What follows belongs to an exercise in optimizing a design on an open flow for small area, a short achievable clock period and few clock cycles per item; a production flow would make more cautious choices.
The RTL of this run was laid out without a check of its function.
Power and IR drop assume default switching activity.

**design/flow/flow/run.sh**
```bash
#!/bin/bash
# Own layout flow: the standard layout (standard.sh), with smaller port
# buffers than the resizer's default choice: sky130_fd_sc_hd__buf_2 on the inputs
# (each drives eight gates) and, through flow/ports.tcl after global placement,
# sky130_fd_sc_hd__buf_1 on the outputs.
# make's full output (yosys, openroad, ...) goes to make_finish.log here; ORFS
# keeps each step's own log under orfs/logs/.
set -euo pipefail
export BUFFER_PORTS_ARGS="-buffer_cell sky130_fd_sc_hd__buf_2"
export POST_GLOBAL_PLACE_TCL="$PWD/flow/ports.tcl"
bash standard.sh finish > make_finish.log 2>&1
```
**design/flow/flow/ports.tcl**
```tcl
# Runs after global placement (POST_GLOBAL_PLACE_TCL).  buffer_ports gave every
# port a sky130_fd_sc_hd__buf_2; the output ports' buffers only drive the pin
# load, so they become sky130_fd_sc_hd__buf_1 (detailed placement legalizes).
set n 0
foreach inst [[ord::get_db_block] getInsts] {
  if {[string match "output*" [$inst getName]] && [[$inst getMaster] getName] eq "sky130_fd_sc_hd__buf_2"} {
    replace_cell [$inst getName] sky130_fd_sc_hd__buf_1
    incr n
  }
}
puts "ports.tcl: $n output buffers are now sky130_fd_sc_hd__buf_1"
```
**design/flow/standard.sh**
```bash
#!/bin/bash
# synth_recipe.tcl (not shown) runs the flow's synth.tcl, then flattens the netlist and writes it again
# the make line also repeats each setting of config.mk as NAME=value (left out here)
make -C /OpenROAD-flow-scripts/flow DESIGN_CONFIG=/design/flow/config.mk WORK_HOME=/design/flow/orfs CLKGATE_MAP_FILE= SYNTH_SCRIPT=/design/flow/synth_recipe.tcl "${@:-finish}"
```
**design/flow/config.mk**
```make
export PLATFORM = sky130hd
export DESIGN_NAME = systolic_array_controller
export DESIGN_NICKNAME = systolic_array_controller
export VERILOG_FILES = /design/flow/design.v
export SDC_FILE = /design/flow/constraint.sdc
export NUM_CORES = 4
export LEC_CHECK = 0
export CAP_MARGIN = 20
export CORE_MARGIN = 2
export CORE_UTILIZATION = 65
export CTS_BUF_LIST = sky130_fd_sc_hd__clkbuf_8
export SLEW_MARGIN = 20
export SYNTH_HIERARCHICAL = 1
export SYNTH_MINIMUM_KEEP_SIZE = 0
```
**design/flow/constraint.sdc**
```tcl
create_clock -name core_clock -period 5.0 [get_ports {clk}]
set_input_delay 1.0000 -clock core_clock [delete_from_list [all_inputs] [get_ports {clk}]]
set_output_delay 1.0000 -clock core_clock [all_outputs]
set_load 0.01 [all_outputs]
```
**design/flow/design.v**
```verilog
`timescale 1ns / 1ps
module fa3 (input a, b, c, output s, co);
assign s  = a ^ b ^ c;
assign co = (a & b) | (a & c) | (b & c);
endmodule
module ha2 (input a, b, output s, co);
assign s  = a ^ b;
assign co = a & b;
endmodule
module xn2 (input a, b, output y);
assign y = ~(a ^ b);
endmodule
`timescale 1ns / 1ps
`timescale 1ns / 1ps
`timescale 1ns / 1ps
module systolic_array_controller (
	input clk,
	input rst_n,
	input [3:0] a11, a12, a21, a22,
	input [3:0] b11, b12, b21, b22,
	input in_valid,
	output logic [8:0] c11, c12, c21, c22,
	output logic out_valid
);
logic v_q;
always_ff @(posedge clk or negedge rst_n) begin
	if (~rst_n) {out_valid, v_q} <= 2'b00;
	else        {out_valid, v_q} <= {v_q, in_valid};
end
wire [17:0] c11_m; logic [17:0] c11_q;
assign c11_m[0] = ~(a11[0] & b11[0]);
assign c11_m[1] = ~(a12[0] & b21[0]);
assign c11_m[2] = ~(a12[1] & b21[0]);
wire c11_k0, c11_s1, c11_k1, c11_s2, c11_k2, c11_s4, c11_k4, c11_s5, c11_k5, c11_s8, c11_k8, c11_k9, c11_k11;
fa3 c11_u0 (.a(~(a11[0] & b11[1])), .b(~(a11[1] & b11[0])), .c(~(a12[0] & b21[1])), .s(c11_m[3]), .co(c11_k0));
fa3 c11_u1 (.a(~(a11[0] & b11[2])), .b(~(a11[1] & b11[1])), .c(~(a11[2] & b11[0])), .s(c11_s1), .co(c11_k1));
fa3 c11_u2 (.a(~(a12[0] & b21[2])), .b(~(a12[1] & b21[1])), .c(~(a12[2] & b21[0])), .s(c11_s2), .co(c11_k2));
fa3 c11_u3 (.a(c11_k0), .b(c11_s1), .c(c11_s2), .s(c11_m[4]), .co(c11_m[5]));
fa3 c11_u4 (.a(~(a11[0] & b11[3])), .b(~(a11[1] & b11[2])), .c(~(a11[2] & b11[1])), .s(c11_s4), .co(c11_k4));
fa3 c11_u5 (.a(~(a11[3] & b11[0])), .b(~(a12[0] & b21[3])), .c(~(a12[1] & b21[2])), .s(c11_s5), .co(c11_k5));
fa3 c11_u6 (.a(~(a12[2] & b21[1])), .b(~(a12[3] & b21[0])), .c(c11_k1), .s(c11_m[6]), .co(c11_m[9]));
fa3 c11_u7 (.a(c11_k2), .b(c11_s4), .c(c11_s5), .s(c11_m[7]), .co(c11_m[10]));
fa3 c11_u8 (.a(~(a11[1] & b11[3])), .b(~(a11[2] & b11[2])), .c(~(a11[3] & b11[1])), .s(c11_s8), .co(c11_k8));
fa3 c11_u9 (.a(~(a12[1] & b21[3])), .b(~(a12[2] & b21[2])), .c(~(a12[3] & b21[1])), .s(c11_m[8]), .co(c11_k9));
fa3 c11_u10 (.a(c11_k4), .b(c11_k5), .c(c11_s8), .s(c11_m[11]), .co(c11_m[13]));
fa3 c11_u11 (.a(~(a11[2] & b11[3])), .b(~(a11[3] & b11[2])), .c(~(a12[2] & b21[3])), .s(c11_m[12]), .co(c11_k11));
fa3 c11_u12 (.a(~(a12[3] & b21[2])), .b(c11_k8), .c(c11_k9), .s(c11_m[14]), .co(c11_m[15]));
fa3 c11_u13 (.a(~(a11[3] & b11[3])), .b(~(a12[3] & b21[3])), .c(c11_k11), .s(c11_m[16]), .co(c11_m[17]));
wire c11_2s0, c11_2k0, c11_2s1, c11_2k1, c11_2s2, c11_2k2, c11_2s3, c11_2k3, c11_2s4, c11_2k4, c11_2s5, c11_2k5;
fa3 c11_2u0 (.a(c11_q[8]), .b(c11_q[9]), .c(c11_q[10]), .s(c11_2s0), .co(c11_2k0));
fa3 c11_2u1 (.a(c11_q[12]), .b(c11_q[13]), .c(c11_q[14]), .s(c11_2s1), .co(c11_2k1));
fa3 c11_2u2 (.a(c11_q[5]), .b(c11_q[6]), .c(c11_q[7]), .s(c11_2s2), .co(c11_2k2));
fa3 c11_2u3 (.a(1'b1), .b(c11_q[11]), .c(c11_2s0), .s(c11_2s3), .co(c11_2k3));
fa3 c11_2u4 (.a(1'b1), .b(c11_2k0), .c(c11_2s1), .s(c11_2s4), .co(c11_2k4));
fa3 c11_2u5 (.a(c11_q[15]), .b(c11_q[16]), .c(c11_2k1), .s(c11_2s5), .co(c11_2k5));
wire [8:0] c11_d;
wire c11_ak0, c11_ap0, c11_ak1, c11_ap1, c11_ak4, c11_ap4, c11_ak5, c11_ap5, c11_ak6, c11_ap6, c11_ak7, c11_ap7, c11_aK0_1, c11_aP0_1, c11_aK0_2, c11_aP0_2, c11_aK0_3, c11_aP0_3, c11_aK0_4, c11_aP0_4, c11_aK0_5, c11_aP0_5, c11_aK0_6, c11_aP0_6, c11_aK0_7, c11_aP0_7, c11_aK0_8, c11_aP0_8, c11_aK0_9, c11_aP0_9, c11_aK1_2, c11_aP1_2, c11_aK1_3, c11_aP1_3, c11_aK1_4, c11_aP1_4, c11_aK1_5, c11_aP1_5, c11_aK1_6, c11_aP1_6, c11_aK1_7, c11_aP1_7, c11_aK1_8, c11_aP1_8, c11_aK1_9, c11_aP1_9, c11_aK2_4, c11_aP2_4, c11_aK2_5, c11_aP2_5, c11_aK2_6, c11_aP2_6, c11_aK2_7, c11_aP2_7, c11_aK2_8, c11_aP2_8, c11_aK2_9, c11_aP2_9, c11_aK3_8, c11_aP3_8, c11_aK3_9, c11_aP3_9;
ha2 c11_ah0 (.a(c11_q[0]), .b(c11_q[1]), .s(c11_ap0), .co(c11_ak0));
ha2 c11_ah1 (.a(c11_q[2]), .b(c11_q[3]), .s(c11_ap1), .co(c11_ak1));
ha2 c11_ah4 (.a(c11_2s3), .b(c11_2k2), .s(c11_ap4), .co(c11_ak4));
ha2 c11_ah5 (.a(c11_2s4), .b(c11_2k3), .s(c11_ap5), .co(c11_ak5));
ha2 c11_ah6 (.a(c11_2s5), .b(c11_2k4), .s(c11_ap6), .co(c11_ak6));
ha2 c11_ah7 (.a(c11_q[17]), .b(c11_2k5), .s(c11_ap7), .co(c11_ak7));
assign c11_aK0_1 = c11_ak0 | (c11_ap0 & 1'b1);
assign c11_aP0_1 = c11_ap0 & 1'b0;
assign c11_aK0_2 = c11_ak1 | (c11_ap1 & c11_ak0);
assign c11_aP0_2 = c11_ap1 & c11_ap0;
assign c11_aK0_3 = c11_q[4] | (~c11_q[4] & c11_ak1);
assign c11_aP0_3 = ~c11_q[4] & c11_ap1;
assign c11_aK0_4 = c11_2s2 | (~c11_2s2 & c11_q[4]);
assign c11_aP0_4 = ~c11_2s2 & ~c11_q[4];
assign c11_aK0_5 = c11_ak4 | (c11_ap4 & c11_2s2);
assign c11_aP0_5 = c11_ap4 & ~c11_2s2;
assign c11_aK0_6 = c11_ak5 | (c11_ap5 & c11_ak4);
assign c11_aP0_6 = c11_ap5 & c11_ap4;
assign c11_aK0_7 = c11_ak6 | (c11_ap6 & c11_ak5);
assign c11_aP0_7 = c11_ap6 & c11_ap5;
assign c11_aK0_8 = c11_ak7 | (c11_ap7 & c11_ak6);
assign c11_aP0_8 = c11_ap7 & c11_ap6;
assign c11_aK0_9 = 1'b1 | (1'b0 & c11_ak7);
assign c11_aP0_9 = 1'b0 & c11_ap7;
assign c11_aK1_2 = c11_aK0_2 | (c11_aP0_2 & 1'b1);
assign c11_aP1_2 = c11_aP0_2 & 1'b0;
assign c11_aK1_3 = c11_aK0_3 | (c11_aP0_3 & c11_aK0_1);
assign c11_aP1_3 = c11_aP0_3 & c11_aP0_1;
assign c11_aK1_4 = c11_aK0_4 | (c11_aP0_4 & c11_aK0_2);
assign c11_aP1_4 = c11_aP0_4 & c11_aP0_2;
assign c11_aK1_5 = c11_aK0_5 | (c11_aP0_5 & c11_aK0_3);
assign c11_aP1_5 = c11_aP0_5 & c11_aP0_3;
assign c11_aK1_6 = c11_aK0_6 | (c11_aP0_6 & c11_aK0_4);
assign c11_aP1_6 = c11_aP0_6 & c11_aP0_4;
assign c11_aK1_7 = c11_aK0_7 | (c11_aP0_7 & c11_aK0_5);
assign c11_aP1_7 = c11_aP0_7 & c11_aP0_5;
assign c11_aK1_8 = c11_aK0_8 | (c11_aP0_8 & c11_aK0_6);
assign c11_aP1_8 = c11_aP0_8 & c11_aP0_6;
assign c11_aK1_9 = c11_aK0_9 | (c11_aP0_9 & c11_aK0_7);
assign c11_aP1_9 = c11_aP0_9 & c11_aP0_7;
assign c11_aK2_4 = c11_aK1_4 | (c11_aP1_4 & 1'b1);
assign c11_aP2_4 = c11_aP1_4 & 1'b0;
assign c11_aK2_5 = c11_aK1_5 | (c11_aP1_5 & c11_aK0_1);
assign c11_aP2_5 = c11_aP1_5 & c11_aP0_1;
assign c11_aK2_6 = c11_aK1_6 | (c11_aP1_6 & c11_aK1_2);
assign c11_aP2_6 = c11_aP1_6 & c11_aP1_2;
assign c11_aK2_7 = c11_aK1_7 | (c11_aP1_7 & c11_aK1_3);
assign c11_aP2_7 = c11_aP1_7 & c11_aP1_3;
assign c11_aK2_8 = c11_aK1_8 | (c11_aP1_8 & c11_aK1_4);
assign c11_aP2_8 = c11_aP1_8 & c11_aP1_4;
assign c11_aK2_9 = c11_aK1_9 | (c11_aP1_9 & c11_aK1_5);
assign c11_aP2_9 = c11_aP1_9 & c11_aP1_5;
assign c11_aK3_8 = c11_aK2_8 | (c11_aP2_8 & 1'b1);
assign c11_aP3_8 = c11_aP2_8 & 1'b0;
assign c11_aK3_9 = c11_aK2_9 | (c11_aP2_9 & c11_aK0_1);
assign c11_aP3_9 = c11_aP2_9 & c11_aP0_1;
assign c11_d[0] = ~(c11_ap0 ^ 1'b1);
assign c11_d[1] = ~(c11_ap1 ^ c11_aK0_1);
assign c11_d[2] = ~(~c11_q[4] ^ c11_aK1_2);
assign c11_d[3] = ~(~c11_2s2 ^ c11_aK1_3);
assign c11_d[4] = ~(c11_ap4 ^ c11_aK2_4);
assign c11_d[5] = ~(c11_ap5 ^ c11_aK2_5);
assign c11_d[6] = ~(c11_ap6 ^ c11_aK2_6);
assign c11_d[7] = ~(c11_ap7 ^ c11_aK2_7);
assign c11_d[8] = ~(1'b0 ^ c11_aK3_8);
wire [17:0] c12_m; logic [17:0] c12_q;
assign c12_m[0] = ~(a11[0] & b12[0]);
assign c12_m[1] = ~(a12[0] & b22[0]);
assign c12_m[2] = ~(a12[1] & b22[0]);
wire c12_k0, c12_s1, c12_k1, c12_s2, c12_k2, c12_s4, c12_k4, c12_s5, c12_k5, c12_s8, c12_k8, c12_k9, c12_k11;
fa3 c12_u0 (.a(~(a11[0] & b12[1])), .b(~(a11[1] & b12[0])), .c(~(a12[0] & b22[1])), .s(c12_m[3]), .co(c12_k0));
fa3 c12_u1 (.a(~(a11[0] & b12[2])), .b(~(a11[1] & b12[1])), .c(~(a11[2] & b12[0])), .s(c12_s1), .co(c12_k1));
fa3 c12_u2 (.a(~(a12[0] & b22[2])), .b(~(a12[1] & b22[1])), .c(~(a12[2] & b22[0])), .s(c12_s2), .co(c12_k2));
fa3 c12_u3 (.a(c12_k0), .b(c12_s1), .c(c12_s2), .s(c12_m[4]), .co(c12_m[5]));
fa3 c12_u4 (.a(~(a11[0] & b12[3])), .b(~(a11[1] & b12[2])), .c(~(a11[2] & b12[1])), .s(c12_s4), .co(c12_k4));
fa3 c12_u5 (.a(~(a11[3] & b12[0])), .b(~(a12[0] & b22[3])), .c(~(a12[1] & b22[2])), .s(c12_s5), .co(c12_k5));
fa3 c12_u6 (.a(~(a12[2] & b22[1])), .b(~(a12[3] & b22[0])), .c(c12_k1), .s(c12_m[6]), .co(c12_m[9]));
fa3 c12_u7 (.a(c12_k2), .b(c12_s4), .c(c12_s5), .s(c12_m[7]), .co(c12_m[10]));
fa3 c12_u8 (.a(~(a11[1] & b12[3])), .b(~(a11[2] & b12[2])), .c(~(a11[3] & b12[1])), .s(c12_s8), .co(c12_k8));
fa3 c12_u9 (.a(~(a12[1] & b22[3])), .b(~(a12[2] & b22[2])), .c(~(a12[3] & b22[1])), .s(c12_m[8]), .co(c12_k9));
fa3 c12_u10 (.a(c12_k4), .b(c12_k5), .c(c12_s8), .s(c12_m[11]), .co(c12_m[13]));
fa3 c12_u11 (.a(~(a11[2] & b12[3])), .b(~(a11[3] & b12[2])), .c(~(a12[2] & b22[3])), .s(c12_m[12]), .co(c12_k11));
fa3 c12_u12 (.a(~(a12[3] & b22[2])), .b(c12_k8), .c(c12_k9), .s(c12_m[14]), .co(c12_m[15]));
fa3 c12_u13 (.a(~(a11[3] & b12[3])), .b(~(a12[3] & b22[3])), .c(c12_k11), .s(c12_m[16]), .co(c12_m[17]));
wire c12_2s0, c12_2k0, c12_2s1, c12_2k1, c12_2s2, c12_2k2, c12_2s3, c12_2k3, c12_2s4, c12_2k4, c12_2s5, c12_2k5;
fa3 c12_2u0 (.a(c12_q[8]), .b(c12_q[9]), .c(c12_q[10]), .s(c12_2s0), .co(c12_2k0));
fa3 c12_2u1 (.a(c12_q[12]), .b(c12_q[13]), .c(c12_q[14]), .s(c12_2s1), .co(c12_2k1));
fa3 c12_2u2 (.a(c12_q[5]), .b(c12_q[6]), .c(c12_q[7]), .s(c12_2s2), .co(c12_2k2));
fa3 c12_2u3 (.a(1'b1), .b(c12_q[11]), .c(c12_2s0), .s(c12_2s3), .co(c12_2k3));
fa3 c12_2u4 (.a(1'b1), .b(c12_2k0), .c(c12_2s1), .s(c12_2s4), .co(c12_2k4));
fa3 c12_2u5 (.a(c12_q[15]), .b(c12_q[16]), .c(c12_2k1), .s(c12_2s5), .co(c12_2k5));
wire [8:0] c12_d;
wire c12_ak0, c12_ap0, c12_ak1, c12_ap1, c12_ak4, c12_ap4, c12_ak5, c12_ap5, c12_ak6, c12_ap6, c12_ak7, c12_ap7, c12_aK0_1, c12_aP0_1, c12_aK0_2, c12_aP0_2, c12_aK0_3, c12_aP0_3, c12_aK0_4, c12_aP0_4, c12_aK0_5, c12_aP0_5, c12_aK0_6, c12_aP0_6, c12_aK0_7, c12_aP0_7, c12_aK0_8, c12_aP0_8, c12_aK0_9, c12_aP0_9, c12_aK1_2, c12_aP1_2, c12_aK1_3, c12_aP1_3, c12_aK1_4, c12_aP1_4, c12_aK1_5, c12_aP1_5, c12_aK1_6, c12_aP1_6, c12_aK1_7, c12_aP1_7, c12_aK1_8, c12_aP1_8, c12_aK1_9, c12_aP1_9, c12_aK2_4, c12_aP2_4, c12_aK2_5, c12_aP2_5, c12_aK2_6, c12_aP2_6, c12_aK2_7, c12_aP2_7, c12_aK2_8, c12_aP2_8, c12_aK2_9, c12_aP2_9, c12_aK3_8, c12_aP3_8, c12_aK3_9, c12_aP3_9;
ha2 c12_ah0 (.a(c12_q[0]), .b(c12_q[1]), .s(c12_ap0), .co(c12_ak0));
ha2 c12_ah1 (.a(c12_q[2]), .b(c12_q[3]), .s(c12_ap1), .co(c12_ak1));
ha2 c12_ah4 (.a(c12_2s3), .b(c12_2k2), .s(c12_ap4), .co(c12_ak4));
ha2 c12_ah5 (.a(c12_2s4), .b(c12_2k3), .s(c12_ap5), .co(c12_ak5));
ha2 c12_ah6 (.a(c12_2s5), .b(c12_2k4), .s(c12_ap6), .co(c12_ak6));
ha2 c12_ah7 (.a(c12_q[17]), .b(c12_2k5), .s(c12_ap7), .co(c12_ak7));
assign c12_aK0_1 = c12_ak0 | (c12_ap0 & 1'b1);
assign c12_aP0_1 = c12_ap0 & 1'b0;
assign c12_aK0_2 = c12_ak1 | (c12_ap1 & c12_ak0);
assign c12_aP0_2 = c12_ap1 & c12_ap0;
assign c12_aK0_3 = c12_q[4] | (~c12_q[4] & c12_ak1);
assign c12_aP0_3 = ~c12_q[4] & c12_ap1;
assign c12_aK0_4 = c12_2s2 | (~c12_2s2 & c12_q[4]);
assign c12_aP0_4 = ~c12_2s2 & ~c12_q[4];
assign c12_aK0_5 = c12_ak4 | (c12_ap4 & c12_2s2);
assign c12_aP0_5 = c12_ap4 & ~c12_2s2;
assign c12_aK0_6 = c12_ak5 | (c12_ap5 & c12_ak4);
assign c12_aP0_6 = c12_ap5 & c12_ap4;
assign c12_aK0_7 = c12_ak6 | (c12_ap6 & c12_ak5);
assign c12_aP0_7 = c12_ap6 & c12_ap5;
assign c12_aK0_8 = c12_ak7 | (c12_ap7 & c12_ak6);
assign c12_aP0_8 = c12_ap7 & c12_ap6;
assign c12_aK0_9 = 1'b1 | (1'b0 & c12_ak7);
assign c12_aP0_9 = 1'b0 & c12_ap7;
assign c12_aK1_2 = c12_aK0_2 | (c12_aP0_2 & 1'b1);
assign c12_aP1_2 = c12_aP0_2 & 1'b0;
assign c12_aK1_3 = c12_aK0_3 | (c12_aP0_3 & c12_aK0_1);
assign c12_aP1_3 = c12_aP0_3 & c12_aP0_1;
assign c12_aK1_4 = c12_aK0_4 | (c12_aP0_4 & c12_aK0_2);
assign c12_aP1_4 = c12_aP0_4 & c12_aP0_2;
assign c12_aK1_5 = c12_aK0_5 | (c12_aP0_5 & c12_aK0_3);
assign c12_aP1_5 = c12_aP0_5 & c12_aP0_3;
assign c12_aK1_6 = c12_aK0_6 | (c12_aP0_6 & c12_aK0_4);
assign c12_aP1_6 = c12_aP0_6 & c12_aP0_4;
assign c12_aK1_7 = c12_aK0_7 | (c12_aP0_7 & c12_aK0_5);
assign c12_aP1_7 = c12_aP0_7 & c12_aP0_5;
assign c12_aK1_8 = c12_aK0_8 | (c12_aP0_8 & c12_aK0_6);
assign c12_aP1_8 = c12_aP0_8 & c12_aP0_6;
assign c12_aK1_9 = c12_aK0_9 | (c12_aP0_9 & c12_aK0_7);
assign c12_aP1_9 = c12_aP0_9 & c12_aP0_7;
assign c12_aK2_4 = c12_aK1_4 | (c12_aP1_4 & 1'b1);
assign c12_aP2_4 = c12_aP1_4 & 1'b0;
assign c12_aK2_5 = c12_aK1_5 | (c12_aP1_5 & c12_aK0_1);
assign c12_aP2_5 = c12_aP1_5 & c12_aP0_1;
assign c12_aK2_6 = c12_aK1_6 | (c12_aP1_6 & c12_aK1_2);
assign c12_aP2_6 = c12_aP1_6 & c12_aP1_2;
assign c12_aK2_7 = c12_aK1_7 | (c12_aP1_7 & c12_aK1_3);
assign c12_aP2_7 = c12_aP1_7 & c12_aP1_3;
assign c12_aK2_8 = c12_aK1_8 | (c12_aP1_8 & c12_aK1_4);
assign c12_aP2_8 = c12_aP1_8 & c12_aP1_4;
assign c12_aK2_9 = c12_aK1_9 | (c12_aP1_9 & c12_aK1_5);
assign c12_aP2_9 = c12_aP1_9 & c12_aP1_5;
assign c12_aK3_8 = c12_aK2_8 | (c12_aP2_8 & 1'b1);
assign c12_aP3_8 = c12_aP2_8 & 1'b0;
assign c12_aK3_9 = c12_aK2_9 | (c12_aP2_9 & c12_aK0_1);
assign c12_aP3_9 = c12_aP2_9 & c12_aP0_1;
assign c12_d[0] = ~(c12_ap0 ^ 1'b1);
assign c12_d[1] = ~(c12_ap1 ^ c12_aK0_1);
assign c12_d[2] = ~(~c12_q[4] ^ c12_aK1_2);
assign c12_d[3] = ~(~c12_2s2 ^ c12_aK1_3);
assign c12_d[4] = ~(c12_ap4 ^ c12_aK2_4);
assign c12_d[5] = ~(c12_ap5 ^ c12_aK2_5);
assign c12_d[6] = ~(c12_ap6 ^ c12_aK2_6);
assign c12_d[7] = ~(c12_ap7 ^ c12_aK2_7);
assign c12_d[8] = ~(1'b0 ^ c12_aK3_8);
wire [17:0] c21_m; logic [17:0] c21_q;
assign c21_m[0] = ~(a21[0] & b11[0]);
assign c21_m[1] = ~(a22[0] & b21[0]);
assign c21_m[2] = ~(a22[1] & b21[0]);
wire c21_k0, c21_s1, c21_k1, c21_s2, c21_k2, c21_s4, c21_k4, c21_s5, c21_k5, c21_s8, c21_k8, c21_k9, c21_k11;
fa3 c21_u0 (.a(~(a21[0] & b11[1])), .b(~(a21[1] & b11[0])), .c(~(a22[0] & b21[1])), .s(c21_m[3]), .co(c21_k0));
fa3 c21_u1 (.a(~(a21[0] & b11[2])), .b(~(a21[1] & b11[1])), .c(~(a21[2] & b11[0])), .s(c21_s1), .co(c21_k1));
fa3 c21_u2 (.a(~(a22[0] & b21[2])), .b(~(a22[1] & b21[1])), .c(~(a22[2] & b21[0])), .s(c21_s2), .co(c21_k2));
fa3 c21_u3 (.a(c21_k0), .b(c21_s1), .c(c21_s2), .s(c21_m[4]), .co(c21_m[5]));
fa3 c21_u4 (.a(~(a21[0] & b11[3])), .b(~(a21[1] & b11[2])), .c(~(a21[2] & b11[1])), .s(c21_s4), .co(c21_k4));
fa3 c21_u5 (.a(~(a21[3] & b11[0])), .b(~(a22[0] & b21[3])), .c(~(a22[1] & b21[2])), .s(c21_s5), .co(c21_k5));
fa3 c21_u6 (.a(~(a22[2] & b21[1])), .b(~(a22[3] & b21[0])), .c(c21_k1), .s(c21_m[6]), .co(c21_m[9]));
fa3 c21_u7 (.a(c21_k2), .b(c21_s4), .c(c21_s5), .s(c21_m[7]), .co(c21_m[10]));
fa3 c21_u8 (.a(~(a21[1] & b11[3])), .b(~(a21[2] & b11[2])), .c(~(a21[3] & b11[1])), .s(c21_s8), .co(c21_k8));
fa3 c21_u9 (.a(~(a22[1] & b21[3])), .b(~(a22[2] & b21[2])), .c(~(a22[3] & b21[1])), .s(c21_m[8]), .co(c21_k9));
fa3 c21_u10 (.a(c21_k4), .b(c21_k5), .c(c21_s8), .s(c21_m[11]), .co(c21_m[13]));
fa3 c21_u11 (.a(~(a21[2] & b11[3])), .b(~(a21[3] & b11[2])), .c(~(a22[2] & b21[3])), .s(c21_m[12]), .co(c21_k11));
fa3 c21_u12 (.a(~(a22[3] & b21[2])), .b(c21_k8), .c(c21_k9), .s(c21_m[14]), .co(c21_m[15]));
fa3 c21_u13 (.a(~(a21[3] & b11[3])), .b(~(a22[3] & b21[3])), .c(c21_k11), .s(c21_m[16]), .co(c21_m[17]));
wire c21_2s0, c21_2k0, c21_2s1, c21_2k1, c21_2s2, c21_2k2, c21_2s3, c21_2k3, c21_2s4, c21_2k4, c21_2s5, c21_2k5;
fa3 c21_2u0 (.a(c21_q[8]), .b(c21_q[9]), .c(c21_q[10]), .s(c21_2s0), .co(c21_2k0));
fa3 c21_2u1 (.a(c21_q[12]), .b(c21_q[13]), .c(c21_q[14]), .s(c21_2s1), .co(c21_2k1));
fa3 c21_2u2 (.a(c21_q[5]), .b(c21_q[6]), .c(c21_q[7]), .s(c21_2s2), .co(c21_2k2));
fa3 c21_2u3 (.a(1'b1), .b(c21_q[11]), .c(c21_2s0), .s(c21_2s3), .co(c21_2k3));
fa3 c21_2u4 (.a(1'b1), .b(c21_2k0), .c(c21_2s1), .s(c21_2s4), .co(c21_2k4));
fa3 c21_2u5 (.a(c21_q[15]), .b(c21_q[16]), .c(c21_2k1), .s(c21_2s5), .co(c21_2k5));
wire [8:0] c21_d;
wire c21_ak0, c21_ap0, c21_ak1, c21_ap1, c21_ak4, c21_ap4, c21_ak5, c21_ap5, c21_ak6, c21_ap6, c21_ak7, c21_ap7, c21_aK0_1, c21_aP0_1, c21_aK0_2, c21_aP0_2, c21_aK0_3, c21_aP0_3, c21_aK0_4, c21_aP0_4, c21_aK0_5, c21_aP0_5, c21_aK0_6, c21_aP0_6, c21_aK0_7, c21_aP0_7, c21_aK0_8, c21_aP0_8, c21_aK0_9, c21_aP0_9, c21_aK1_2, c21_aP1_2, c21_aK1_3, c21_aP1_3, c21_aK1_4, c21_aP1_4, c21_aK1_5, c21_aP1_5, c21_aK1_6, c21_aP1_6, c21_aK1_7, c21_aP1_7, c21_aK1_8, c21_aP1_8, c21_aK1_9, c21_aP1_9, c21_aK2_4, c21_aP2_4, c21_aK2_5, c21_aP2_5, c21_aK2_6, c21_aP2_6, c21_aK2_7, c21_aP2_7, c21_aK2_8, c21_aP2_8, c21_aK2_9, c21_aP2_9, c21_aK3_8, c21_aP3_8, c21_aK3_9, c21_aP3_9;
ha2 c21_ah0 (.a(c21_q[0]), .b(c21_q[1]), .s(c21_ap0), .co(c21_ak0));
ha2 c21_ah1 (.a(c21_q[2]), .b(c21_q[3]), .s(c21_ap1), .co(c21_ak1));
ha2 c21_ah4 (.a(c21_2s3), .b(c21_2k2), .s(c21_ap4), .co(c21_ak4));
ha2 c21_ah5 (.a(c21_2s4), .b(c21_2k3), .s(c21_ap5), .co(c21_ak5));
ha2 c21_ah6 (.a(c21_2s5), .b(c21_2k4), .s(c21_ap6), .co(c21_ak6));
ha2 c21_ah7 (.a(c21_q[17]), .b(c21_2k5), .s(c21_ap7), .co(c21_ak7));
assign c21_aK0_1 = c21_ak0 | (c21_ap0 & 1'b1);
assign c21_aP0_1 = c21_ap0 & 1'b0;
assign c21_aK0_2 = c21_ak1 | (c21_ap1 & c21_ak0);
assign c21_aP0_2 = c21_ap1 & c21_ap0;
assign c21_aK0_3 = c21_q[4] | (~c21_q[4] & c21_ak1);
assign c21_aP0_3 = ~c21_q[4] & c21_ap1;
assign c21_aK0_4 = c21_2s2 | (~c21_2s2 & c21_q[4]);
assign c21_aP0_4 = ~c21_2s2 & ~c21_q[4];
assign c21_aK0_5 = c21_ak4 | (c21_ap4 & c21_2s2);
assign c21_aP0_5 = c21_ap4 & ~c21_2s2;
assign c21_aK0_6 = c21_ak5 | (c21_ap5 & c21_ak4);
assign c21_aP0_6 = c21_ap5 & c21_ap4;
assign c21_aK0_7 = c21_ak6 | (c21_ap6 & c21_ak5);
assign c21_aP0_7 = c21_ap6 & c21_ap5;
assign c21_aK0_8 = c21_ak7 | (c21_ap7 & c21_ak6);
assign c21_aP0_8 = c21_ap7 & c21_ap6;
assign c21_aK0_9 = 1'b1 | (1'b0 & c21_ak7);
assign c21_aP0_9 = 1'b0 & c21_ap7;
assign c21_aK1_2 = c21_aK0_2 | (c21_aP0_2 & 1'b1);
assign c21_aP1_2 = c21_aP0_2 & 1'b0;
assign c21_aK1_3 = c21_aK0_3 | (c21_aP0_3 & c21_aK0_1);
assign c21_aP1_3 = c21_aP0_3 & c21_aP0_1;
assign c21_aK1_4 = c21_aK0_4 | (c21_aP0_4 & c21_aK0_2);
assign c21_aP1_4 = c21_aP0_4 & c21_aP0_2;
assign c21_aK1_5 = c21_aK0_5 | (c21_aP0_5 & c21_aK0_3);
assign c21_aP1_5 = c21_aP0_5 & c21_aP0_3;
assign c21_aK1_6 = c21_aK0_6 | (c21_aP0_6 & c21_aK0_4);
assign c21_aP1_6 = c21_aP0_6 & c21_aP0_4;
assign c21_aK1_7 = c21_aK0_7 | (c21_aP0_7 & c21_aK0_5);
assign c21_aP1_7 = c21_aP0_7 & c21_aP0_5;
assign c21_aK1_8 = c21_aK0_8 | (c21_aP0_8 & c21_aK0_6);
assign c21_aP1_8 = c21_aP0_8 & c21_aP0_6;
assign c21_aK1_9 = c21_aK0_9 | (c21_aP0_9 & c21_aK0_7);
assign c21_aP1_9 = c21_aP0_9 & c21_aP0_7;
assign c21_aK2_4 = c21_aK1_4 | (c21_aP1_4 & 1'b1);
assign c21_aP2_4 = c21_aP1_4 & 1'b0;
assign c21_aK2_5 = c21_aK1_5 | (c21_aP1_5 & c21_aK0_1);
assign c21_aP2_5 = c21_aP1_5 & c21_aP0_1;
assign c21_aK2_6 = c21_aK1_6 | (c21_aP1_6 & c21_aK1_2);
assign c21_aP2_6 = c21_aP1_6 & c21_aP1_2;
assign c21_aK2_7 = c21_aK1_7 | (c21_aP1_7 & c21_aK1_3);
assign c21_aP2_7 = c21_aP1_7 & c21_aP1_3;
assign c21_aK2_8 = c21_aK1_8 | (c21_aP1_8 & c21_aK1_4);
assign c21_aP2_8 = c21_aP1_8 & c21_aP1_4;
assign c21_aK2_9 = c21_aK1_9 | (c21_aP1_9 & c21_aK1_5);
assign c21_aP2_9 = c21_aP1_9 & c21_aP1_5;
assign c21_aK3_8 = c21_aK2_8 | (c21_aP2_8 & 1'b1);
assign c21_aP3_8 = c21_aP2_8 & 1'b0;
assign c21_aK3_9 = c21_aK2_9 | (c21_aP2_9 & c21_aK0_1);
assign c21_aP3_9 = c21_aP2_9 & c21_aP0_1;
assign c21_d[0] = ~(c21_ap0 ^ 1'b1);
assign c21_d[1] = ~(c21_ap1 ^ c21_aK0_1);
assign c21_d[2] = ~(~c21_q[4] ^ c21_aK1_2);
assign c21_d[3] = ~(~c21_2s2 ^ c21_aK1_3);
assign c21_d[4] = ~(c21_ap4 ^ c21_aK2_4);
assign c21_d[5] = ~(c21_ap5 ^ c21_aK2_5);
assign c21_d[6] = ~(c21_ap6 ^ c21_aK2_6);
assign c21_d[7] = ~(c21_ap7 ^ c21_aK2_7);
assign c21_d[8] = ~(1'b0 ^ c21_aK3_8);
wire [17:0] c22_m; logic [17:0] c22_q;
assign c22_m[0] = ~(a21[0] & b12[0]);
assign c22_m[1] = ~(a22[0] & b22[0]);
assign c22_m[2] = ~(a22[1] & b22[0]);
wire c22_k0, c22_s1, c22_k1, c22_s2, c22_k2, c22_s4, c22_k4, c22_s5, c22_k5, c22_s8, c22_k8, c22_k9, c22_k11;
fa3 c22_u0 (.a(~(a21[0] & b12[1])), .b(~(a21[1] & b12[0])), .c(~(a22[0] & b22[1])), .s(c22_m[3]), .co(c22_k0));
fa3 c22_u1 (.a(~(a21[0] & b12[2])), .b(~(a21[1] & b12[1])), .c(~(a21[2] & b12[0])), .s(c22_s1), .co(c22_k1));
fa3 c22_u2 (.a(~(a22[0] & b22[2])), .b(~(a22[1] & b22[1])), .c(~(a22[2] & b22[0])), .s(c22_s2), .co(c22_k2));
fa3 c22_u3 (.a(c22_k0), .b(c22_s1), .c(c22_s2), .s(c22_m[4]), .co(c22_m[5]));
fa3 c22_u4 (.a(~(a21[0] & b12[3])), .b(~(a21[1] & b12[2])), .c(~(a21[2] & b12[1])), .s(c22_s4), .co(c22_k4));
fa3 c22_u5 (.a(~(a21[3] & b12[0])), .b(~(a22[0] & b22[3])), .c(~(a22[1] & b22[2])), .s(c22_s5), .co(c22_k5));
fa3 c22_u6 (.a(~(a22[2] & b22[1])), .b(~(a22[3] & b22[0])), .c(c22_k1), .s(c22_m[6]), .co(c22_m[9]));
fa3 c22_u7 (.a(c22_k2), .b(c22_s4), .c(c22_s5), .s(c22_m[7]), .co(c22_m[10]));
fa3 c22_u8 (.a(~(a21[1] & b12[3])), .b(~(a21[2] & b12[2])), .c(~(a21[3] & b12[1])), .s(c22_s8), .co(c22_k8));
fa3 c22_u9 (.a(~(a22[1] & b22[3])), .b(~(a22[2] & b22[2])), .c(~(a22[3] & b22[1])), .s(c22_m[8]), .co(c22_k9));
fa3 c22_u10 (.a(c22_k4), .b(c22_k5), .c(c22_s8), .s(c22_m[11]), .co(c22_m[13]));
fa3 c22_u11 (.a(~(a21[2] & b12[3])), .b(~(a21[3] & b12[2])), .c(~(a22[2] & b22[3])), .s(c22_m[12]), .co(c22_k11));
fa3 c22_u12 (.a(~(a22[3] & b22[2])), .b(c22_k8), .c(c22_k9), .s(c22_m[14]), .co(c22_m[15]));
fa3 c22_u13 (.a(~(a21[3] & b12[3])), .b(~(a22[3] & b22[3])), .c(c22_k11), .s(c22_m[16]), .co(c22_m[17]));
wire c22_2s0, c22_2k0, c22_2s1, c22_2k1, c22_2s2, c22_2k2, c22_2s3, c22_2k3, c22_2s4, c22_2k4, c22_2s5, c22_2k5;
fa3 c22_2u0 (.a(c22_q[8]), .b(c22_q[9]), .c(c22_q[10]), .s(c22_2s0), .co(c22_2k0));
fa3 c22_2u1 (.a(c22_q[12]), .b(c22_q[13]), .c(c22_q[14]), .s(c22_2s1), .co(c22_2k1));
fa3 c22_2u2 (.a(c22_q[5]), .b(c22_q[6]), .c(c22_q[7]), .s(c22_2s2), .co(c22_2k2));
fa3 c22_2u3 (.a(1'b1), .b(c22_q[11]), .c(c22_2s0), .s(c22_2s3), .co(c22_2k3));
fa3 c22_2u4 (.a(1'b1), .b(c22_2k0), .c(c22_2s1), .s(c22_2s4), .co(c22_2k4));
fa3 c22_2u5 (.a(c22_q[15]), .b(c22_q[16]), .c(c22_2k1), .s(c22_2s5), .co(c22_2k5));
wire [8:0] c22_d;
wire c22_ak0, c22_ap0, c22_ak1, c22_ap1, c22_ak4, c22_ap4, c22_ak5, c22_ap5, c22_ak6, c22_ap6, c22_ak7, c22_ap7, c22_aK0_1, c22_aP0_1, c22_aK0_2, c22_aP0_2, c22_aK0_3, c22_aP0_3, c22_aK0_4, c22_aP0_4, c22_aK0_5, c22_aP0_5, c22_aK0_6, c22_aP0_6, c22_aK0_7, c22_aP0_7, c22_aK0_8, c22_aP0_8, c22_aK0_9, c22_aP0_9, c22_aK1_2, c22_aP1_2, c22_aK1_3, c22_aP1_3, c22_aK1_4, c22_aP1_4, c22_aK1_5, c22_aP1_5, c22_aK1_6, c22_aP1_6, c22_aK1_7, c22_aP1_7, c22_aK1_8, c22_aP1_8, c22_aK1_9, c22_aP1_9, c22_aK2_4, c22_aP2_4, c22_aK2_5, c22_aP2_5, c22_aK2_6, c22_aP2_6, c22_aK2_7, c22_aP2_7, c22_aK2_8, c22_aP2_8, c22_aK2_9, c22_aP2_9, c22_aK3_8, c22_aP3_8, c22_aK3_9, c22_aP3_9;
ha2 c22_ah0 (.a(c22_q[0]), .b(c22_q[1]), .s(c22_ap0), .co(c22_ak0));
ha2 c22_ah1 (.a(c22_q[2]), .b(c22_q[3]), .s(c22_ap1), .co(c22_ak1));
ha2 c22_ah4 (.a(c22_2s3), .b(c22_2k2), .s(c22_ap4), .co(c22_ak4));
ha2 c22_ah5 (.a(c22_2s4), .b(c22_2k3), .s(c22_ap5), .co(c22_ak5));
ha2 c22_ah6 (.a(c22_2s5), .b(c22_2k4), .s(c22_ap6), .co(c22_ak6));
ha2 c22_ah7 (.a(c22_q[17]), .b(c22_2k5), .s(c22_ap7), .co(c22_ak7));
assign c22_aK0_1 = c22_ak0 | (c22_ap0 & 1'b1);
assign c22_aP0_1 = c22_ap0 & 1'b0;
assign c22_aK0_2 = c22_ak1 | (c22_ap1 & c22_ak0);
assign c22_aP0_2 = c22_ap1 & c22_ap0;
assign c22_aK0_3 = c22_q[4] | (~c22_q[4] & c22_ak1);
assign c22_aP0_3 = ~c22_q[4] & c22_ap1;
assign c22_aK0_4 = c22_2s2 | (~c22_2s2 & c22_q[4]);
assign c22_aP0_4 = ~c22_2s2 & ~c22_q[4];
assign c22_aK0_5 = c22_ak4 | (c22_ap4 & c22_2s2);
assign c22_aP0_5 = c22_ap4 & ~c22_2s2;
assign c22_aK0_6 = c22_ak5 | (c22_ap5 & c22_ak4);
assign c22_aP0_6 = c22_ap5 & c22_ap4;
assign c22_aK0_7 = c22_ak6 | (c22_ap6 & c22_ak5);
assign c22_aP0_7 = c22_ap6 & c22_ap5;
assign c22_aK0_8 = c22_ak7 | (c22_ap7 & c22_ak6);
assign c22_aP0_8 = c22_ap7 & c22_ap6;
assign c22_aK0_9 = 1'b1 | (1'b0 & c22_ak7);
assign c22_aP0_9 = 1'b0 & c22_ap7;
assign c22_aK1_2 = c22_aK0_2 | (c22_aP0_2 & 1'b1);
assign c22_aP1_2 = c22_aP0_2 & 1'b0;
assign c22_aK1_3 = c22_aK0_3 | (c22_aP0_3 & c22_aK0_1);
assign c22_aP1_3 = c22_aP0_3 & c22_aP0_1;
assign c22_aK1_4 = c22_aK0_4 | (c22_aP0_4 & c22_aK0_2);
assign c22_aP1_4 = c22_aP0_4 & c22_aP0_2;
assign c22_aK1_5 = c22_aK0_5 | (c22_aP0_5 & c22_aK0_3);
assign c22_aP1_5 = c22_aP0_5 & c22_aP0_3;
assign c22_aK1_6 = c22_aK0_6 | (c22_aP0_6 & c22_aK0_4);
assign c22_aP1_6 = c22_aP0_6 & c22_aP0_4;
assign c22_aK1_7 = c22_aK0_7 | (c22_aP0_7 & c22_aK0_5);
assign c22_aP1_7 = c22_aP0_7 & c22_aP0_5;
assign c22_aK1_8 = c22_aK0_8 | (c22_aP0_8 & c22_aK0_6);
assign c22_aP1_8 = c22_aP0_8 & c22_aP0_6;
assign c22_aK1_9 = c22_aK0_9 | (c22_aP0_9 & c22_aK0_7);
assign c22_aP1_9 = c22_aP0_9 & c22_aP0_7;
assign c22_aK2_4 = c22_aK1_4 | (c22_aP1_4 & 1'b1);
assign c22_aP2_4 = c22_aP1_4 & 1'b0;
assign c22_aK2_5 = c22_aK1_5 | (c22_aP1_5 & c22_aK0_1);
assign c22_aP2_5 = c22_aP1_5 & c22_aP0_1;
assign c22_aK2_6 = c22_aK1_6 | (c22_aP1_6 & c22_aK1_2);
assign c22_aP2_6 = c22_aP1_6 & c22_aP1_2;
assign c22_aK2_7 = c22_aK1_7 | (c22_aP1_7 & c22_aK1_3);
assign c22_aP2_7 = c22_aP1_7 & c22_aP1_3;
assign c22_aK2_8 = c22_aK1_8 | (c22_aP1_8 & c22_aK1_4);
assign c22_aP2_8 = c22_aP1_8 & c22_aP1_4;
assign c22_aK2_9 = c22_aK1_9 | (c22_aP1_9 & c22_aK1_5);
assign c22_aP2_9 = c22_aP1_9 & c22_aP1_5;
assign c22_aK3_8 = c22_aK2_8 | (c22_aP2_8 & 1'b1);
assign c22_aP3_8 = c22_aP2_8 & 1'b0;
assign c22_aK3_9 = c22_aK2_9 | (c22_aP2_9 & c22_aK0_1);
assign c22_aP3_9 = c22_aP2_9 & c22_aP0_1;
assign c22_d[0] = ~(c22_ap0 ^ 1'b1);
assign c22_d[1] = ~(c22_ap1 ^ c22_aK0_1);
assign c22_d[2] = ~(~c22_q[4] ^ c22_aK1_2);
assign c22_d[3] = ~(~c22_2s2 ^ c22_aK1_3);
assign c22_d[4] = ~(c22_ap4 ^ c22_aK2_4);
assign c22_d[5] = ~(c22_ap5 ^ c22_aK2_5);
assign c22_d[6] = ~(c22_ap6 ^ c22_aK2_6);
assign c22_d[7] = ~(c22_ap7 ^ c22_aK2_7);
assign c22_d[8] = ~(1'b0 ^ c22_aK3_8);
always_ff @(posedge clk) begin
	c11_q <= c11_m;
	c11 <= c11_d;
	c12_q <= c12_m;
	c12 <= c12_d;
	c21_q <= c21_m;
	c21 <= c21_d;
	c22_q <= c22_m;
	c22 <= c22_d;
end
endmodule
```
==> results.toml <==
[status]
outcome = "timing/DRC/antenna clean"

[cells_and_area]
area_growth_pct = 10.3
nets = 659
num-fill-cells = 558
drive_gt1_frac = 0.107
antenna_cells = 0

[clock_tree]
cts_buffers = 9
cts-root-buf = "clkbuf_8"
cts.path.max_buffers = 2
cts_tree = "built"
cts_resized = 0
clock_sinks = 110
ctsHtreeMaxLevel = 3
post_cts_buffers = 0
cts_hold_buf = 0
path_clk_slew_ns = 0.10
clk_latency_ns = 0.37

[routing]
drtAntennaViolNets = 0
first_iter_violations = 117
drc = 0
dr.pass1.iters = 5
routed_wl_microns = 9520
routed_via_density = 5.40
num_vias = 3372
post_drt_wl_per_cell_microns = 15.2

[floorplan]
placement_rows = 32
io_pins = 72
initial_utilization = 0.679
die_w_microns = 94.3
die_area_sq_um = 8890
fp.dieH_microns = 94.3
core-area_sq_um = 7810

[worst_setup_path]
ff2ff_path_depth = 7
path_depth = 7
start_kind = "flop"
slowest_delay_ns = 0.55
path_delay_family = "adder cells"
critPathMostFrequentCell = "fa_1"
crit_chain = "fa_1 -> fa_1 -> ha_1 -> nor4_1 -> a21oi_1 -> o31a_1 -> a21o_1"
crit_fanout = 3
cp_num_buf_inv = 0
path_class = "flop to flop"
required_ns = 5.28
reg2reg_slack_ns = 2.53
end_kind = "flop"
arrival_ns = 2.75
cp_slowest_cell = "fa_1"

[synth]
ys_seq_area_frac = 0.417
avgSynthCellArea_sq_um = 11.4
syn_area_sq_um = 5300
yosys_warnings = 7
synthCells = 463
synth_cell_types = 22
synth-seq-cells = 110

[hold_path]
min_path_cells = 0
hp-class = "flop to flop"

[timing]
slew_viol_final = 0
post-route-period-util = 0.493
setup_slack_ns = 2.53
setup_viol = 0
max_freq_mhz = 405
setup_tns_ns = 0
fin_crit_ns = 2.47
finalHoldViolations = 0
fin_worst_skew_ns = 0.00874
rsz0062_at_grt = "false"

[global_routing]
grt_use_total = 0.250
grt_max_degree = 18
grt_pass1_wl_microns = 16700
grt_pass1_vias = 3633
gr-total-overflow = 0
antenna_found_initial = 0

[power_and_ir_drop]
p_leak_nw = 2.31
peakVddDrop_mv = 0.252
powerDensity_nw_per_um2 = 475

[placed_design]
portBuffers = 71
place_hpwl_microns = 7570
post-place-ws_ns = 2.53

[run]
cap_violations = 0
[synthesized netlist by cell type]
master / instances / area (sq um)
a21o_1: 4 / 30.0
a21oi_2: 4 / 35.0
ha_1: 24 / 300
conb_1: 1 / 3.75
o21ai_0: 12 / 60.1
a21oi_1: 4 / 20.0
nor4_1: 4 / 25.0
dfrtp_1: 2 / 50.1
o21a_1: 12 / 90.1
xor2_1: 4 / 35.0
xnor2_1: 8 / 70.1
fa_1: 80 / 1600
or4_4: 4 / 45.0
nand2_1: 132 / 495
clkbuf_1: 32 / 120
nor2_1: 12 / 45.0
o31a_1: 4 / 35.0
or3_1: 3 / 18.8
or3_2: 1 / 7.51
nor3_1: 4 / 20.0
dfxtp_1: 108 / 2160
o31ai_1: 4 / 30.0
[routing by layer]
layer  global-route usage  vias to the layer above  part of all wire
met5                    0                        -                 0
met4                0.104                        0             0.018
met3               0.0449                       16             0.058
met2                0.431                       97              0.52
met1                0.314                     1693              0.41
li1                     -                     1566                 -
[through the flow]
step	utilization	hold slack [ns]	total power, mW	std cells	area [sq um]
4_1_cts	0.749	0.361	2.81	625	5840
3_5_place_dp	0.723	0.337	2.24	611	5640
2_1_floorplan	-	0.331	1.98	470	5330
3_3_place_gp	0.729	0.340	2.22	611	5690
5_1_grt	0.749	0.361	3.01	625	5840
6_report	0.749	0.356	2.78	625	5840
[sequential cells by signal, summed over array words and instances (netlist names)]
name and flops:
c11 9, c11_q 18, c12 9, c12_q 18, c21 9, c21_q 18, c22 9, c22_q 18
out_valid 1, v_q 1
[area by class of cell]
cell class | count | area [sq um] | share of cell area
Clock inverter | 5 | 77.6 | 0.0133
Multi-Input combinational cell | 328 | 2990 | 0.512
Clock buffer | 9 | 124 | 0.0212
Tap cell | 102 | 128 | 0.0218
Timing Repair Buffer | 71 | 309 | 0.0529
Sequential cell | 110 | 2210 | 0.379
[worst paths after layout]
| kind | from | to |
|---|---|---|
| worst max-delay path | c12_q[8] | c12[7] |
| worst max register to register | c12_q[8] | c12[7] |
| min in group asynchronous | rst_n | v_q |
| worst min register to register | v_q | out_valid |
| worst min-delay path | v_q | out_valid |
| max in group asynchronous | rst_n | out_valid |
[modules after synthesis, one instance, submodules excluded]
module	copies in the design	cells inside	flops+latches	area, sq um
fa3	80	1	0	20.0
systolic_array_controller	1	359	110	3400
ha2	24	1	0	12.5
[worst reg2reg max path: cells and delay by family (launching register included)]
| kind | cells | cell delay, ns |
|---|---|---|
| adder cells (fa/ha/maj) | 3 | 1.21 |
| AO/OA/AOI/OAI | 3 | 0.59 |
| flip-flops | 1 | 0.33 |
| AND/OR/NAND/NOR | 1 | 0.25 |
[cells in the final DEF, fill, tap and decap left out, drive strengths merged, types with 8 or more instances in the layout]
| master | netlist | routed |
|---|---|---|
| nand2 | 132 | 132 |
| dfxtp | 108 | 108 |
| fa | 80 | 80 |
| buf | 0 | 71 |
| ha | 24 | 24 |
| o21a | 12 | 12 |
| nor2 | 12 | 12 |
| o21ai | 12 | 12 |
| clkbuf | 32 | 9 |
| xnor2 | 8 | 8 |
| conb | 1 | 8 |
| a21oi | 8 | 8 |
[where the power goes]
| group | internal, mW | total (mW) | switching, mW |
|---|---|---|---|
| logic | 0.463 | 1.03 | 0.567 |
| clock network | 0.276 | 0.564 | 0.287 |
| registers | 1.10 | 1.18 | 0.0805 |
[kinds of logic (layout without fill, tap and decap cells)]
| group | Yosys count | in the layout | share of synthesized area |
|---|---|---|---|
| simple gates | 160 | 160 | 0.124 |
| xor+xnor | 12 | 12 | 0.0198 |
| compound gates | 44 | 44 | 0.0567 |
| fa+ha+maj | 104 | 104 | 0.359 |
| buf+inv | 32 | 85 | 0.0227 |
| flops | 110 | 110 | 0.417 |
| other cells | 1 | 8 | 0.000708 |

## separate check: timing with driven ports
In the flow no input, the clock included, has a driving cell. The finished layout below was timed again as built, in two steps. Step 1, drivers: a clkbuf_16 drives clk and a buf_2 each remaining input, both assumed. Step 2 also shifts input and output timing later by t, the mid clock arrival at the registers, as if the neighbouring blocks saw the same clock. a / b / c = ideal / step 1 / step 2; a / b = the first two.
shift t [ns]: 0.405
setup WS [ns]: 2.533 / 2.533 / 2.533
worst hold slack (ns): 0.356 / 0.356 / 0.356
worst setup path after step 2: register to register
pins driven straight from the clock port: 1
After both steps this run still meets setup and hold. For this run, drivers alone change the setup slack by 0.000 ns; drivers and shift together by 0.000 ns.
